Context: an optimization exercise on an open-source flow, tuned for small area and a short achievable clock period. The choices shown serve that exercise and are no tape-out recipe. RTL that was checked went through simulation tests only; none was proved equivalent to the original.

==> inputs of run a <==
// fft
module fft(rst,s,x0,x1,x2,x3,x4,x5,x6,x7,real_out,img_out,clk);
Settings: LEC_CHECK=0, ABC_AREA=1, CAP_MARGIN=20, CORE_MARGIN=2, CORE_UTILIZATION=40, SLEW_MARGIN=20; clock period 72.0 ns.
standard.sh (not shown) runs the stock make flow with config.mk's settings and CLKGATE_MAP_FILE= SYNTH_SCRIPT=/design/flow/synth_recipe.tcl, a recipe that flattens the netlist after the stock synthesis.
==> flow/flow/run.sh <==
#!/bin/bash
# The standard layout (standard.sh) with these changes:
#  - synthesis: the standard flow's synthesis script (synth_recipe.tcl, unchanged) runs
#    with ABC's area mapper (flow/abc_amap.script) in place of ORFS's abc_area.script, and without Yosys's extract_fa, so ABC maps the adders too. Registers are mapped before either step, so they
#    are the standard synthesis's;
#  - the timing repair steps (floorplan, CTS, global route) aim for a setup
#    slack of SETUP_SLACK_MARGIN ns; the SDC and clock period are unchanged;
#  - every input and output port gets a buf_2 as its buffer.
# Tool output: standard.log here, and ORFS's logs under orfs/logs.
set -e
W=$PWD
cat > $W/synth_own.tcl <<EOT
proc extract_fa {args} { puts "extract_fa skipped" }
proc abc {args} {
  set i [lsearch -exact \$args -script]
  if {\$i >= 0 && "abc_amap.script" ne ""} { lset args [expr {\$i + 1}] $W/flow/abc_amap.script }
  yosys abc {*}\$args
}
source $W/synth_recipe.tcl
EOT
sed -e "s|SYNTH_SCRIPT=[^ ]*|SYNTH_SCRIPT=$W/synth_own.tcl|" standard.sh > standard_own.sh
export SETUP_SLACK_MARGIN=44
export BUFFER_PORTS_ARGS="-buffer_cell sky130_fd_sc_hd__buf_2"
bash standard_own.sh > standard.log 2>&1
==> flow/flow/abc_amap.script <==
strash
balance
rewrite
refactor
balance
rewrite
rewrite -z
balance
refactor -z
rewrite -z
balance
dch
amap
topo
stime -c
buffer -c
upsize -c
dnsize -c
==> run b (differences from run a) <==
--- a/flow/design.v
+++ b/flow/design.v
@@ -16,78 +16,21 @@
   wire [23:0] ml = big ? 24'd0 : (ml0 >> sh[4:0]);
   wire [24:0] s; wire sco;
   pa_a25 as(.a({1'b0, mg}), .b({1'b0, ml}), .cin(1'b0), .s(s), .cout(sco));
   wire [22:0] fs = s[24] ? s[23:1] : s[22:0];
   wire [7:0] es = eg + {7'd0, s[24]};
   wire [23:0] df; wire dfco;
   pa_a24 adf(.a(mg), .b(~ml), .cin(1'b1), .s(df), .cout(dfco));
-  wire [31:0] dn2_x = {df[23:1], 1'b1, {8{1'b1}}};
-  wire dn2_v5 = dn2_x[31] | dn2_x[30];
-  wire [0:0] dn2_c5 = ~dn2_x[31];
-  wire dn2_v6 = dn2_x[29] | dn2_x[28];
-  wire [0:0] dn2_c6 = ~dn2_x[29];
-  wire dn2_v4 = dn2_v5 | dn2_v6;
-  wire [1:0] dn2_c4 = dn2_v5 ? {1'b0, dn2_c5} : {1'b1, dn2_c6};
-  wire dn2_v8 = dn2_x[27] | dn2_x[26];
-  wire [0:0] dn2_c8 = ~dn2_x[27];
-  wire dn2_v9 = dn2_x[25] | dn2_x[24];
-  wire [0:0] dn2_c9 = ~dn2_x[25];
-  wire dn2_v7 = dn2_v8 | dn2_v9;
-  wire [1:0] dn2_c7 = dn2_v8 ? {1'b0, dn2_c8} : {1'b1, dn2_c9};
-  wire dn2_v3 = dn2_v4 | dn2_v7;
-  wire [2:0] dn2_c3 = dn2_v4 ? {1'b0, dn2_c4} : {1'b1, dn2_c7};
-  wire dn2_v12 = dn2_x[23] | dn2_x[22];
-  wire [0:0] dn2_c12 = ~dn2_x[23];
-  wire dn2_v13 = dn2_x[21] | dn2_x[20];
-  wire [0:0] dn2_c13 = ~dn2_x[21];
-  wire dn2_v11 = dn2_v12 | dn2_v13;
-  wire [1:0] dn2_c11 = dn2_v12 ? {1'b0, dn2_c12} : {1'b1, dn2_c13};
-  wire dn2_v15 = dn2_x[19] | dn2_x[18];
-  wire [0:0] dn2_c15 = ~dn2_x[19];
-  wire dn2_v16 = dn2_x[17] | dn2_x[16];
-  wire [0:0] dn2_c16 = ~dn2_x[17];
-  wire dn2_v14 = dn2_v15 | dn2_v16;
-  wire [1:0] dn2_c14 = dn2_v15 ? {1'b0, dn2_c15} : {1'b1, dn2_c16};
-  wire dn2_v10 = dn2_v11 | dn2_v14;
-  wire [2:0] dn2_c10 = dn2_v11 ? {1'b0, dn2_c11} : {1'b1, dn2_c14};
-  wire dn2_v2 = dn2_v3 | dn2_v10;
-  wire [3:0] dn2_c2 = dn2_v3 ? {1'b0, dn2_c3} : {1'b1, dn2_c10};
-  wire dn2_v20 = dn2_x[15] | dn2_x[14];
-  wire [0:0] dn2_c20 = ~dn2_x[15];
-  wire dn2_v21 = dn2_x[13] | dn2_x[12];
-  wire [0:0] dn2_c21 = ~dn2_x[13];
-  wire dn2_v19 = dn2_v20 | dn2_v21;
-  wire [1:0] dn2_c19 = dn2_v20 ? {1'b0, dn2_c20} : {1'b1, dn2_c21};
-  wire dn2_v23 = dn2_x[11] | dn2_x[10];
-  wire [0:0] dn2_c23 = ~dn2_x[11];
-  wire dn2_v24 = dn2_x[9] | dn2_x[8];
-  wire [0:0] dn2_c24 = ~dn2_x[9];
-  wire dn2_v22 = dn2_v23 | dn2_v24;
-  wire [1:0] dn2_c22 = dn2_v23 ? {1'b0, dn2_c23} : {1'b1, dn2_c24};
-  wire dn2_v18 = dn2_v19 | dn2_v22;
-  wire [2:0] dn2_c18 = dn2_v19 ? {1'b0, dn2_c19} : {1'b1, dn2_c22};
-  wire dn2_v27 = dn2_x[7] | dn2_x[6];
-  wire [0:0] dn2_c27 = ~dn2_x[7];
-  wire dn2_v28 = dn2_x[5] | dn2_x[4];
-  wire [0:0] dn2_c28 = ~dn2_x[5];
-  wire dn2_v26 = dn2_v27 | dn2_v28;
-  wire [1:0] dn2_c26 = dn2_v27 ? {1'b0, dn2_c27} : {1'b1, dn2_c28};
-  wire dn2_v30 = dn2_x[3] | dn2_x[2];
-  wire [0:0] dn2_c30 = ~dn2_x[3];
-  wire dn2_v31 = dn2_x[1] | dn2_x[0];
-  wire [0:0] dn2_c31 = ~dn2_x[1];
-  wire dn2_v29 = dn2_v30 | dn2_v31;
-  wire [1:0] dn2_c29 = dn2_v30 ? {1'b0, dn2_c30} : {1'b1, dn2_c31};
-  wire dn2_v25 = dn2_v26 | dn2_v29;
-  wire [2:0] dn2_c25 = dn2_v26 ? {1'b0, dn2_c26} : {1'b1, dn2_c29};
-  wire dn2_v17 = dn2_v18 | dn2_v25;
-  wire [3:0] dn2_c17 = dn2_v18 ? {1'b0, dn2_c18} : {1'b1, dn2_c25};
-  wire dn2_v1 = dn2_v2 | dn2_v17;
-  wire [4:0] dn2_c1 = dn2_v2 ? {1'b0, dn2_c2} : {1'b1, dn2_c17};
-  wire [4:0] L = dn2_c1;
+  reg [4:0] L;
+  integer i_L;
+  always @* begin
+    L = 5'd23;
+    for (i_L = 0; i_L < 24; i_L = i_L + 1)
+      if (df[i_L]) L = 5'd23 - i_L[4:0];
+  end
   wire [23:0] dn2 = df << L;
   wire [22:0] fd = dn2[22:0];
   wire [7:0] ed = eg - {3'd0, L};
   assign sy = swap ? sb : sa;
   assign sz = swap ? ~sb : sa;
   assign eff = sa ^ sb;
   assign rs = {es, fs};
@@ -108,78 +51,21 @@
   wire [23:0] ml0 = {1'b1, swap ? fa : fb};
   wire big = (sh[7:5] != 3'd0) | (sh[4] & sh[3]);
   wire [23:0] ml = big ? 24'd0 : (ml0 >> sh[4:0]);
   wire eff = sa ^ sb;
   wire [24:0] r; wire rco;
   pa_a25 ad(.a({1'b0, mg}), .b({1'b0, ml} ^ {25{eff}}), .cin(eff), .s(r), .cout(rco));
   wire [24:0] rm = {r[24] & ~eff, r[23:0]};
-  wire [31:0] nr_x = {rm[24:1], 1'b1, {7{1'b1}}};
-  wire nr_v5 = nr_x[31] | nr_x[30];
-  wire [0:0] nr_c5 = ~nr_x[31];
-  wire nr_v6 = nr_x[29] | nr_x[28];
-  wire [0:0] nr_c6 = ~nr_x[29];
-  wire nr_v4 = nr_v5 | nr_v6;
-  wire [1:0] nr_c4 = nr_v5 ? {1'b0, nr_c5} : {1'b1, nr_c6};
-  wire nr_v8 = nr_x[27] | nr_x[26];
-  wire [0:0] nr_c8 = ~nr_x[27];
-  wire nr_v9 = nr_x[25] | nr_x[24];
-  wire [0:0] nr_c9 = ~nr_x[25];
-  wire nr_v7 = nr_v8 | nr_v9;
-  wire [1:0] nr_c7 = nr_v8 ? {1'b0, nr_c8} : {1'b1, nr_c9};
-  wire nr_v3 = nr_v4 | nr_v7;
-  wire [2:0] nr_c3 = nr_v4 ? {1'b0, nr_c4} : {1'b1, nr_c7};
-  wire nr_v12 = nr_x[23] | nr_x[22];
-  wire [0:0] nr_c12 = ~nr_x[23];
-  wire nr_v13 = nr_x[21] | nr_x[20];
-  wire [0:0] nr_c13 = ~nr_x[21];
-  wire nr_v11 = nr_v12 | nr_v13;
-  wire [1:0] nr_c11 = nr_v12 ? {1'b0, nr_c12} : {1'b1, nr_c13};
-  wire nr_v15 = nr_x[19] | nr_x[18];
-  wire [0:0] nr_c15 = ~nr_x[19];
-  wire nr_v16 = nr_x[17] | nr_x[16];
-  wire [0:0] nr_c16 = ~nr_x[17];
-  wire nr_v14 = nr_v15 | nr_v16;
-  wire [1:0] nr_c14 = nr_v15 ? {1'b0, nr_c15} : {1'b1, nr_c16};
-  wire nr_v10 = nr_v11 | nr_v14;
-  wire [2:0] nr_c10 = nr_v11 ? {1'b0, nr_c11} : {1'b1, nr_c14};
-  wire nr_v2 = nr_v3 | nr_v10;
-  wire [3:0] nr_c2 = nr_v3 ? {1'b0, nr_c3} : {1'b1, nr_c10};
-  wire nr_v20 = nr_x[15] | nr_x[14];
-  wire [0:0] nr_c20 = ~nr_x[15];
-  wire nr_v21 = nr_x[13] | nr_x[12];
-  wire [0:0] nr_c21 = ~nr_x[13];
-  wire nr_v19 = nr_v20 | nr_v21;
-  wire [1:0] nr_c19 = nr_v20 ? {1'b0, nr_c20} : {1'b1, nr_c21};
-  wire nr_v23 = nr_x[11] | nr_x[10];
-  wire [0:0] nr_c23 = ~nr_x[11];
-  wire nr_v24 = nr_x[9] | nr_x[8];
-  wire [0:0] nr_c24 = ~nr_x[9];
-  wire nr_v22 = nr_v23 | nr_v24;
-  wire [1:0] nr_c22 = nr_v23 ? {1'b0, nr_c23} : {1'b1, nr_c24};
-  wire nr_v18 = nr_v19 | nr_v22;
-  wire [2:0] nr_c18 = nr_v19 ? {1'b0, nr_c19} : {1'b1, nr_c22};
-  wire nr_v27 = nr_x[7] | nr_x[6];
-  wire [0:0] nr_c27 = ~nr_x[7];
-  wire nr_v28 = nr_x[5] | nr_x[4];
-  wire [0:0] nr_c28 = ~nr_x[5];
-  wire nr_v26 = nr_v27 | nr_v28;
-  wire [1:0] nr_c26 = nr_v27 ? {1'b0, nr_c27} : {1'b1, nr_c28};
-  wire nr_v30 = nr_x[3] | nr_x[2];
-  wire [0:0] nr_c30 = ~nr_x[3];
-  wire nr_v31 = nr_x[1] | nr_x[0];
-  wire [0:0] nr_c31 = ~nr_x[1];
-  wire nr_v29 = nr_v30 | nr_v31;
-  wire [1:0] nr_c29 = nr_v30 ? {1'b0, nr_c30} : {1'b1, nr_c31};
-  wire nr_v25 = nr_v26 | nr_v29;
-  wire [2:0] nr_c25 = nr_v26 ? {1'b0, nr_c26} : {1'b1, nr_c29};
-  wire nr_v17 = nr_v18 | nr_v25;
-  wire [3:0] nr_c17 = nr_v18 ? {1'b0, nr_c18} : {1'b1, nr_c25};
-  wire nr_v1 = nr_v2 | nr_v17;
-  wire [4:0] nr_c1 = nr_v2 ? {1'b0, nr_c2} : {1'b1, nr_c17};
-  wire [4:0] L = nr_c1;
+  reg [4:0] L;
+  integer i_L;
+  always @* begin
+    L = 5'd24;
+    for (i_L = 0; i_L < 25; i_L = i_L + 1)
+      if (rm[i_L]) L = 5'd24 - i_L[4:0];
+  end
   wire [24:0] nr = rm << L;
   wire [7:0] e = eg + 8'd1 - {3'd0, L};
   assign y = {swap ? sb : sa, e, nr[23:1]};
 endmodule
 module pa_a8(input [7:0] a, input [7:0] b, input cin, output [7:0] s, output cout);
   wire [7:0] g0 = a & b; wire [7:0] p0 = a ^ b;
   wire G1 = g0[0] | (p0[0] & cin);
--- a/flow/flow/run.sh
+++ b/flow/flow/run.sh
@@ -15,10 +15,10 @@
   set i [lsearch -exact \$args -script]
   if {\$i >= 0 && "abc_amap.script" ne ""} { lset args [expr {\$i + 1}] $W/flow/abc_amap.script }
   yosys abc {*}\$args
 }
 source $W/synth_recipe.tcl
 EOT
 sed -e "s|SYNTH_SCRIPT=[^ ]*|SYNTH_SCRIPT=$W/synth_own.tcl|" standard.sh > standard_own.sh
-export SETUP_SLACK_MARGIN=44
+export SETUP_SLACK_MARGIN=45
 export BUFFER_PORTS_ARGS="-buffer_cell sky130_fd_sc_hd__buf_2"
 bash standard_own.sh > standard.log 2>&1
CORE_UTILIZATION = 65   (was 40)
PLACE_DENSITY = 0.8   (was unset)
==> comparison table <==
quantity	run a	run b
Utilization of the core after routing	0.447	0.731
Area of combinational cells with multiple inputs	40900 um^2	41900 um^2
Global-route wire length before repair	342000 um	324000 um
Number of ordinary and repair buffers in the finished layout	509	528
Compound-Gate Fraction of Synth Area	0.522	0.514
Gate Count Post-Synth	9184	9227
Total standard cell area after synthesis	53000 um^2	53200 um^2
Highest cell delay on the worst timing path	0.62 ns	0.55 ns
Status	complete, no violations	complete, no violations
Yosys synthesis warning count	3	5
Post-CTS setup buffer count	2	7
Crit share post-route	0.376	0.374
Clock transition at path regs	0.06 ns	0.07 ns
Final routed wire length divided by cell count	21.0 um	21.1 um
Clkbuf count	57	53
The RTL of run a was laid out without a check of its function.

## static timing again, ports no longer ideal
Ports are ideal in the flow. The routed layouts listed here were re-timed in OpenROAD.
Step 1 sets driving cells, clkbuf_16 on the clock port and buf_2 on the other inputs (assumed; they add their load-dependent delay and slew).
Step 2 adds t to the input delays and takes it off the output delays; t is the mean of the earliest and latest rising clock arrival at the registers after step 1. Input paths then give back, and output paths get back, about the clock's delay inside the block.
Slacks: ideal / step 1 / step 2; pairs: ideal / step 1.
run | t (ns) | slack for setup (ns) | slew at the worst register clock pin (ns) | pins driven straight from the clock port
run a | 0.695 | 44.928 / 44.857 / 44.598 | 0.07 / 0.07 | 1
run b | 0.664 | 45.080 / 45.006 / 45.035 | 0.08 / 0.08 | 1
After both steps every run listed still meets setup and hold. The setup slack of run a, which loses most, moves by -0.071 ns with the drivers and by -0.330 ns with both steps.
